What follows belongs to an exercise in optimizing a design on an open flow for small area, a short achievable clock period and few clock cycles; a production flow would make more cautious choices.
RTL that was checked went through simulation tests only; none was proved equivalent to the original.
No activity file was given, so power comes from the tool's default toggle rates.

## LBP
module LBP(
	clk,
	reset,
	gray_addr,
	gray_req,
	gray_ready,
	gray_data,
	lbp_addr,
	lbp_valid,
	lbp_data,
	finish
);
Size: about 380 cells after synthesis, about 140 flip-flops, ~4400 um2 of cells after synthesis.
export LEC_CHECK = 0
export CAP_MARGIN = 20
export CORE_MARGIN = 2
export CORE_UTILIZATION = 70
export CTS_BUF_LIST = sky130_fd_sc_hd__clkbuf_4
export SETUP_SLACK_MARGIN = 3
export SLEW_MARGIN = 20
create_clock -name core_clock -period 5.0 [get_ports {clk}]
standard.sh (not shown) runs the stock make flow with config.mk's settings and CLKGATE_MAP_FILE= SYNTH_SCRIPT=/design/flow/synth_recipe.tcl, a recipe that flattens the netlist after the stock synthesis.
==> flow/flow/run.sh <==
#!/bin/bash
# Standard ORFS flow, with port buffers and timing repair free to use any
# buffer/gate size instead of only same-footprint swaps, and a clock tree
# built without dummy balancing loads.
set -euo pipefail
export CTS_ARGS="-sink_clustering_enable -repair_clock_nets -buf_list sky130_fd_sc_hd__clkbuf_4 -root_buf sky130_fd_sc_hd__clkbuf_16 -dont_use_dummy_load"
bash standard.sh MATCH_CELL_FOOTPRINT=0 "BUFFER_PORTS_ARGS=-buffer_cell sky130_fd_sc_hd__buf_1" finish > standard_flow.log 2>&1
The starting point completed without violations.
Testbench counts at the start, summed over its fixed seeds: cycles 64,518.
Then changed:
==> flow/flow/run.sh (replaced) <==
#!/bin/bash
# Standard ORFS flow, with port buffers and timing repair free to use any
# buffer/gate size instead of only same-footprint swaps.
set -euo pipefail
bash standard.sh MATCH_CELL_FOOTPRINT=0 "BUFFER_PORTS_ARGS=-buffer_cell sky130_fd_sc_hd__buf_2" finish > standard_flow.log 2>&1
CORE_UTILIZATION = 65   (was 70)
CTS_BUF_LIST = sky130_fd_sc_hd__clkbuf_8   (was sky130_fd_sc_hd__clkbuf_4)
After rerunning:
- The changed run completed with no timing, DRC or antenna violations
- total power increases by 19%
- first-iteration DRC count climbs by 28%
- area after synthesis does not change
- via count rises by 2.5%
- register-to-register slack improved by 0.07 ns
- worst setup slack is worse by 0.021 ns
- non-clock buffer count climbs by 15
- design area increases by 9.1%
- wire length climbs by 3.2%
- clock skew decreases by 0.027 ns
Then changed:
==> flow/flow/run.sh (replaced) <==
#!/bin/bash
# Standard ORFS flow, with port buffers and timing repair free to use any
# buffer/gate size instead of only same-footprint swaps, and a clock tree
# built without dummy balancing loads.
set -euo pipefail
export CTS_ARGS="-sink_clustering_enable -repair_clock_nets -buf_list sky130_fd_sc_hd__clkbuf_4 -root_buf sky130_fd_sc_hd__clkbuf_16 -dont_use_dummy_load"
bash standard.sh MATCH_CELL_FOOTPRINT=0 "BUFFER_PORTS_ARGS=-buffer_cell sky130_fd_sc_hd__buf_1" finish > standard_flow.log 2>&1
CTS_BUF_LIST = sky130_fd_sc_hd__clkbuf_4   (was sky130_fd_sc_hd__clkbuf_8)
PLACE_DENSITY = 0.5   (was unset)
The changed run ran to the end with no violations.
Critical path depth goes up by 5.
First-iteration DRC count went down by 19%.
Via count goes down by 3.8%.
Hold slack gets worse by 0.012 ns.
Cell count shrinks by 5.4%.
Clock skew is higher by 0.029 ns.
Synthesized area is unchanged.
Wire length went down by 7.1%.

---

The RTL this note starts from:
==> flow/design.v <==
`timescale 1ns/10ps
module LBP(
	clk,
	reset,
	gray_addr,
	gray_req,
	gray_ready,
	gray_data,
	lbp_addr,
	lbp_valid,
	lbp_data,
	finish
);
input clk;
input reset;
input gray_ready;
input [7:0] gray_data;
output [13:0] gray_addr;
output reg gray_req;
output reg [13:0] lbp_addr;
output reg lbp_valid;
output reg [7:0] lbp_data;
output reg finish;
localparam S  = 8;         
localparam H  = S - 2;     
localparam IW = 3;         
reg [6:0] row;
reg [6:0] col;
reg [IW-1:0] ri;           
assign gray_addr = {row, col};
wire col_end = (ri == S-1);
wire last    = (col == 7'd127) & (row == 7'd127);    
always @(posedge clk) begin
	if (~gray_ready) begin
		row <= 7'd0;
		col <= 7'd0;
		ri  <= {IW{1'b0}};
	end
	else begin
		ri <= ri + 1'b1;                                    
		if (col_end) begin
			col <= col + 7'd1;
			if (col == 7'd127) row <= row - 7'd1;           
			else               row <= row - (S - 1);       
		end
		else row <= row + 7'd1;
	end
end
reg [7:0] p [1:S+1];
integer k;
always @(posedge clk) begin
	p[1] <= gray_data;
	for (k = 2; k <= S + 1; k = k + 1) p[k] <= p[k-1];
end
function ge8;
	input [7:0] a;
	input [7:0] b;
	integer j;
	reg r;
	begin
		r = 1'b1;
		for (j = 0; j < 8; j = j + 1)
			r = (a[j] & ~b[j]) | (a[j] & r) | (~b[j] & r);
		ge8 = r;
	end
endfunction
wire [7:0] x = gray_data;
wire [7:0] c = p[S+1];
wire c_dr  = ge8(x,    c);     
wire c_r   = ge8(p[1], c);     
wire c_ur  = ge8(p[2], c);     
wire c_d   = ge8(p[S], c);     
wire x_ul  = ge8(c, x);        
wire r_l   = ge8(c, p[1]);     
wire ur_dl = ge8(c, p[2]);     
wire d_u   = ge8(c, p[S]);     
reg       q1;
reg [1:0] q2;
reg [2:0] qm [3:S];
reg [3:0] qs1;
always @(posedge clk) begin
	q1    <= x_ul;
	q2    <= {r_l, q1};
	qm[3] <= {ur_dl, q2};
	for (k = 4; k <= S; k = k + 1) qm[k] <= qm[k-1];
	qs1   <= {d_u, qm[S]};
end
wire [7:0] code = {c_dr, c_d, qs1[2], c_r, qs1[1], c_ur, qs1[3], qs1[0]};
always @(posedge clk) begin
	lbp_data <= code;
	lbp_addr <= {row - 7'd1, col - 7'd1};
end
always @(posedge clk or posedge reset) begin
	if (reset) begin
		lbp_valid <= 1'b0;
		finish    <= 1'b0;
		gray_req  <= 1'b1;
	end
	else begin
		lbp_valid <= gray_ready & ~finish & (ri >= 2) & (col >= 7'd2);
		if (gray_ready & last) begin
			finish   <= 1'b1;
			gray_req <= 1'b0;
		end
	end
end
endmodule
clock: 5.0 ns
lec_check: 0
cap_margin: 20
core_margin: 2
core_utilization: 65
cts_buf_list: sky130_fd_sc_hd__clkbuf_8
setup_slack_margin: 3.2
slew_margin: 20
==> flow/flow/run.sh <==
#!/bin/bash
# Standard ORFS flow, with port buffers and timing repair free to use any
# buffer/gate size instead of only same-footprint swaps.
set -euo pipefail
bash standard.sh MATCH_CELL_FOOTPRINT=0 "BUFFER_PORTS_ARGS=-buffer_cell sky130_fd_sc_hd__buf_2" finish > standard_flow.log 2>&1
==> next run, changes <==
==> flow/flow/run.sh (replaced) <==
#!/bin/bash
# Standard ORFS flow, with port buffers and timing repair free to use any
# buffer/gate size instead of only same-footprint swaps.
set -euo pipefail
bash standard.sh MATCH_CELL_FOOTPRINT=0 "BUFFER_PORTS_ARGS=-buffer_cell sky130_fd_sc_hd__buf_1" finish > standard_flow.log 2>&1
- SETUP_SLACK_MARGIN: 3.2 -> 3
Effect: Global-route usage goes down by 1.7 points; cell area fell by a few percent; critical path depth is unchanged; power went down by a few percent; die area does not change; non-clock buffer count came out lower by 3; clock power decreases by roughly a tenth; setup slack loses 0.015 ns; routed wire length fell by roughly a tenth; sequential power barely changes; register-to-register slack is worse by 0.12 ns.
==> next run, changes <==
==> flow/flow/run.sh (replaced) <==
#!/bin/bash
# Standard ORFS flow, with port buffers and timing repair free to use any
# buffer/gate size instead of only same-footprint swaps.
set -euo pipefail
bash standard.sh MATCH_CELL_FOOTPRINT=0 "BUFFER_PORTS_ARGS=-buffer_cell sky130_fd_sc_hd__buf_2" finish > standard_flow.log 2>&1
- CTS_CLUSTER_SIZE: unset -> 20
The new run ran to the end with no violations.
Routed wire length grows by 0.64%.
Power is about the same.
Fmax rises by 0.62%.
==> next run, changes <==
- CTS_CLUSTER_SIZE: 20 -> unset
- SETUP_SLACK_MARGIN: 3 -> 2.6
The changed run produced a clean layout.
Setup slack is worse by 0.14 ns.
Count of clock-buffer cells in the layout does not change.
Routed wire length went down by 0.77%.
Total power grows by 3.4%.
Global-route usage increases by 1.2 points.
Sequential cell count does not change.
Critical path depth is unchanged.
Fmax fell by 6.5%.
Design area drops by 2.2%.
Sequential power barely changes.
==> next run, changes <==
- CORE_UTILIZATION: 65 -> 80
- SETUP_SLACK_MARGIN: 2.6 -> 3
Now the flow never finished: it broke off in clock tree synthesis.
Area after synthesis does not change.
Synthesized cell count is unchanged.
==> next run, changes <==
- CORE_UTILIZATION: 80 -> 65
- Now the flow went through all stages and came out clean
- synthesized area is unchanged
- synthesized cell count stays the same
Function was not checked in any run of this note: the RTL went through the layout flow alone.

[port drivers added, routing unchanged]
How much do the figures lean on ideal ports? The routed layouts below were timed once more, with nothing changed but the port constraints.
Step 1, drivers: a clkbuf_16 drives clk and a buf_2 each remaining input, both assumed.
Step 2 also shifts input and output timing later by t, the mid clock arrival at the registers, as if the neighbouring blocks saw the same clock.
a / b / c = no drivers / after step 1 / after step 2; a / b = the first two.
run | t, ns | slack for setup (ns) | worst register clock-pin slew, ns | worst data-port slew with drivers (ns)
the first run of note 1 | 0.365 | 3.019 / 3.027 / 2.667 | 0.10 / 0.10 | 0.03
the second run of note 1 | 0.451 | 2.998 / 2.970 / 2.680 | 0.08 / 0.08 | 0.03
the third run of note 1 | 0.374 | 3.057 / 3.032 / 2.692 | 0.12 / 0.12 | 0.03
the first run of note 2 | 0.451 | 2.938 / 2.910 / 2.659 | 0.07 / 0.07 | 0.03
the second run of note 2 | 0.455 | 2.922 / 2.894 / 2.690 | 0.08 / 0.08 | 0.03
the third run of note 2 | 0.447 | 2.935 / 2.907 / 2.698 | 0.08 / 0.08 | 0.03
the fourth run of note 2 | 0.452 | 2.791 / 2.760 / 2.595 | 0.08 / 0.08 | 0.03
the sixth run of note 2 | 0.447 | 2.935 / 2.907 / 2.698 | 0.08 / 0.08 | 0.03
After both steps every run listed still meets setup and hold. The setup slack of the third run of note 1, which loses most, moves by -0.025 ns with the drivers and by -0.365 ns with both steps.
